Background: an optimization exercise with open tools, aiming at small area and few clock cycles. Do not read the settings as production practice. In this exercise RTL edits were held to simulation tests only and were not proved equivalent to the original.

==> flow/design.v (excerpt) <==
module uBlock_enc_top(
	input			clk,
	input			rstn,
	input	[127:0]	plain0,
	input	[127:0]	plain1,
	input	[127:0]	key0,
	input	[127:0]	key1,
	input			start,
	output	[127:0]	cipher0,
	output	[127:0]	cipher1,
	output			done,
	output	reg		occupied
    );
Settings: LEC_CHECK=0, CAP_MARGIN=20, CORE_MARGIN=2, CORE_UTILIZATION=40, SLEW_MARGIN=20; clock period 10.0 ns.
run.sh (not shown) runs the stock make flow with config.mk's settings and CLKGATE_MAP_FILE= SYNTH_SCRIPT=/design/flow/synth_recipe.tcl, a recipe that flattens the netlist after the stock synthesis.
The starting point completed with no timing, DRC or antenna violations.
Testbench counts at the start, summed over its fixed seeds: cycles 6,528.
==> next run, changes <==
--- a/flow/config.mk
+++ b/flow/config.mk
@@ -8,4 +8,5 @@
 export CAP_MARGIN = 20
 export CORE_MARGIN = 2
-export CORE_UTILIZATION = 40
+export CORE_UTILIZATION = 60
+export GPL_TIMING_DRIVEN = 0
 export SLEW_MARGIN = 20
After rerunning:
- The new run produced a clean layout
- routed wire length came out higher by a little under a tenth
- utilization rose by 24 points
- synthesized cell count does not change
- hold slack hardly moves
- setup slack gets worse by 1.7 ns
- synthesized area does not change
- global-route usage rose by 22 points
- cell area hardly moves
- sequential share of layout area hardly moves
- die area goes down by a quarter to a third
==> next run, changes <==
==> flow/flow/run.sh (new file) <==
#!/bin/bash
# Standard layout, except: area-oriented ABC mapping in synthesis, buf_1
# port buffers, and a clock tree of small clock buffers without dummy loads.
set -euo pipefail
W=$PWD
export FLOW_WORK=$W
export FLOW_ABC_SCRIPT=$W/flow/area.script
bash standard.sh \
  SYNTH_SCRIPT=$W/flow/synth.tcl \
  "BUFFER_PORTS_ARGS=-buffer_cell sky130_fd_sc_hd__buf_1" \
  "CTS_ARGS=-sink_clustering_enable -repair_clock_nets -dont_use_dummy_load -buf_list {sky130_fd_sc_hd__clkbuf_4 sky130_fd_sc_hd__clkbuf_8} -sink_clustering_size 16 -sink_clustering_max_diameter 50" \
  finish > $W/flow_make.log 2>&1
==> flow/flow/area.script (new file) <==
strash
&get -n
&st
&dch -f
&nf -a -R 1000
&put
==> flow/flow/synth.tcl (new file) <==
# The standard synthesis, with an area-oriented ABC script in place of
# the speed script; everything else (registers, names, flattening) is unchanged.
proc abc {args} {
  set i [lsearch -exact $args -script]
  if {$i >= 0} { lset args [expr {$i + 1}] $::env(FLOW_ABC_SCRIPT) }
  yosys abc {*}$args
}
source $::env(FLOW_WORK)/synth_recipe.tcl
==> flow/standard.sh (new file) <==
#!/bin/bash
# synth_recipe.tcl (not shown) runs the flow's synth.tcl, then flattens the netlist and writes it again
# the make line also repeats each setting of config.mk as NAME=value (left out here)
make -C /OpenROAD-flow-scripts/flow DESIGN_CONFIG=/design/flow/config.mk WORK_HOME=/design/flow/orfs CLKGATE_MAP_FILE= SYNTH_SCRIPT=/design/flow/synth_recipe.tcl "${@:-finish}"
--- a/flow/config.mk
+++ b/flow/config.mk
@@ -8,5 +8,4 @@
 export CAP_MARGIN = 20
 export CORE_MARGIN = 2
-export CORE_UTILIZATION = 60
-export GPL_TIMING_DRIVEN = 0
+export CORE_UTILIZATION = 40
 export SLEW_MARGIN = 20
removed: flow/run.sh
Effect:
- The changed run ran to the end with no violations
- register-to-register slack is better by 1.1 ns
- routed wire length goes down by a little under a tenth
- global-route usage goes down by 18 points
- clock skew goes up by 0.11 ns
- sequential share of layout area goes up by 4.7 points
- first-iteration DRC count goes down by well over a third
- non-clock buffer count goes down by 247
- worst hold slack is worse by 0.043 ns

* * *

## JK
uBlock_enc_top again, from the RTL that the note above started with.
export LEC_CHECK = 0
export CAP_MARGIN = 20
export CORE_MARGIN = 2
export CORE_UTILIZATION = 40
export SLEW_MARGIN = 20
create_clock -name core_clock -period 10.0 [get_ports {clk}]
standard.sh (not shown) runs the stock make flow with config.mk's settings and CLKGATE_MAP_FILE= SYNTH_SCRIPT=/design/flow/synth_recipe.tcl, a recipe that flattens the netlist after the stock synthesis.
==> flow/flow/run.sh <==
#!/bin/bash
# Standard layout, except: area-oriented ABC mapping in synthesis, buf_1
# port buffers, and CTS without dummy loads.
set -euo pipefail
W=$PWD
export FLOW_WORK=$W
export FLOW_ABC_SCRIPT=$W/flow/area.script
bash standard.sh \
  SYNTH_SCRIPT=$W/flow/synth.tcl \
  "BUFFER_PORTS_ARGS=-buffer_cell sky130_fd_sc_hd__buf_1" \
  "CTS_ARGS=-sink_clustering_enable -repair_clock_nets -dont_use_dummy_load" \
  finish > $W/flow_make.log 2>&1
==> flow/flow/area.script <==
strash
&get -n
&st
&dch -f
&nf -a -R 1000
&put
==> flow/flow/synth.tcl <==
# The standard synthesis, with an area-oriented ABC script in place of
# the speed script; everything else (registers, names, flattening) is unchanged.
proc abc {args} {
  set i [lsearch -exact $args -script]
  if {$i >= 0} { lset args [expr {$i + 1}] $::env(FLOW_ABC_SCRIPT) }
  yosys abc {*}$args
}
source $::env(FLOW_WORK)/synth_recipe.tcl
Testbench counts of JK, summed over its fixed seeds: cycles 6,528.
### JK -> MS
Settings: GPL_TIMING_DRIVEN: unset -> 0.
==> flow/flow/run.sh <==
#!/bin/bash
# Standard layout, except: area-oriented ABC mapping in synthesis, buf_1
# port buffers, and a clock tree of small clock buffers without dummy loads.
set -euo pipefail
W=$PWD
export FLOW_WORK=$W
export FLOW_ABC_SCRIPT=$W/flow/area.script
bash standard.sh \
  SYNTH_SCRIPT=$W/flow/synth.tcl \
  "BUFFER_PORTS_ARGS=-buffer_cell sky130_fd_sc_hd__buf_1" \
  "CTS_ARGS=-sink_clustering_enable -repair_clock_nets -dont_use_dummy_load -buf_list {sky130_fd_sc_hd__clkbuf_4 sky130_fd_sc_hd__clkbuf_8} -sink_clustering_size 20 -sink_clustering_max_diameter 60" \
  finish > $W/flow_make.log 2>&1
Delta (MS minus JK): area share of fa/ha/maj cells after synthesis was more or less identical. Period utilization: MS vs JK up 5.6 points. The wire length of the first global-routing pass number comes out higher for JK vs MS. Diff JK -> MS | number of fill cells | decrease of about 1.3%. MS vs JK on cell count: MS is the higher one.

re-timing with driven ports:
No port has a modelled driver above. Below, the same layouts with a new extraction and two added sets of constraints. Step 1: set_driving_cell puts a clkbuf_16 on clk and a buf_2 on each other input, an assumption about the parent block. Step 2 adds t to the input delays and takes it off the output delays; t is the mean of the earliest and latest rising clock arrival at the registers after step 1. Input paths then give back, and output paths get back, about the clock's delay inside the block. Three values: ideal ports, drivers, drivers and shift; two values: the first two.
run	t (ns)	slack for setup (ns)	worst register clock-pin slew, ns	worst slew at a driven data input, ns
the first run of note 1	0.903	2.262 / 2.227 / 2.227	0.07 / 0.07	0.21
the second run of note 1	0.914	0.517 / 0.416 / 1.330	0.07 / 0.07	0.09
the third run of note 1	1.018	2.013 / 1.918 / 2.936	0.11 / 0.11	0.27
JK	0.894	2.179 / 2.080 / 2.974	0.06 / 0.06	0.30
MS	1.000	1.622 / 1.530 / 2.530	0.12 / 0.12	0.25
After both steps every run listed still meets setup and hold. The setup slack of the first run of note 1, which loses most, moves by -0.035 ns with the drivers and by -0.035 ns with both steps.
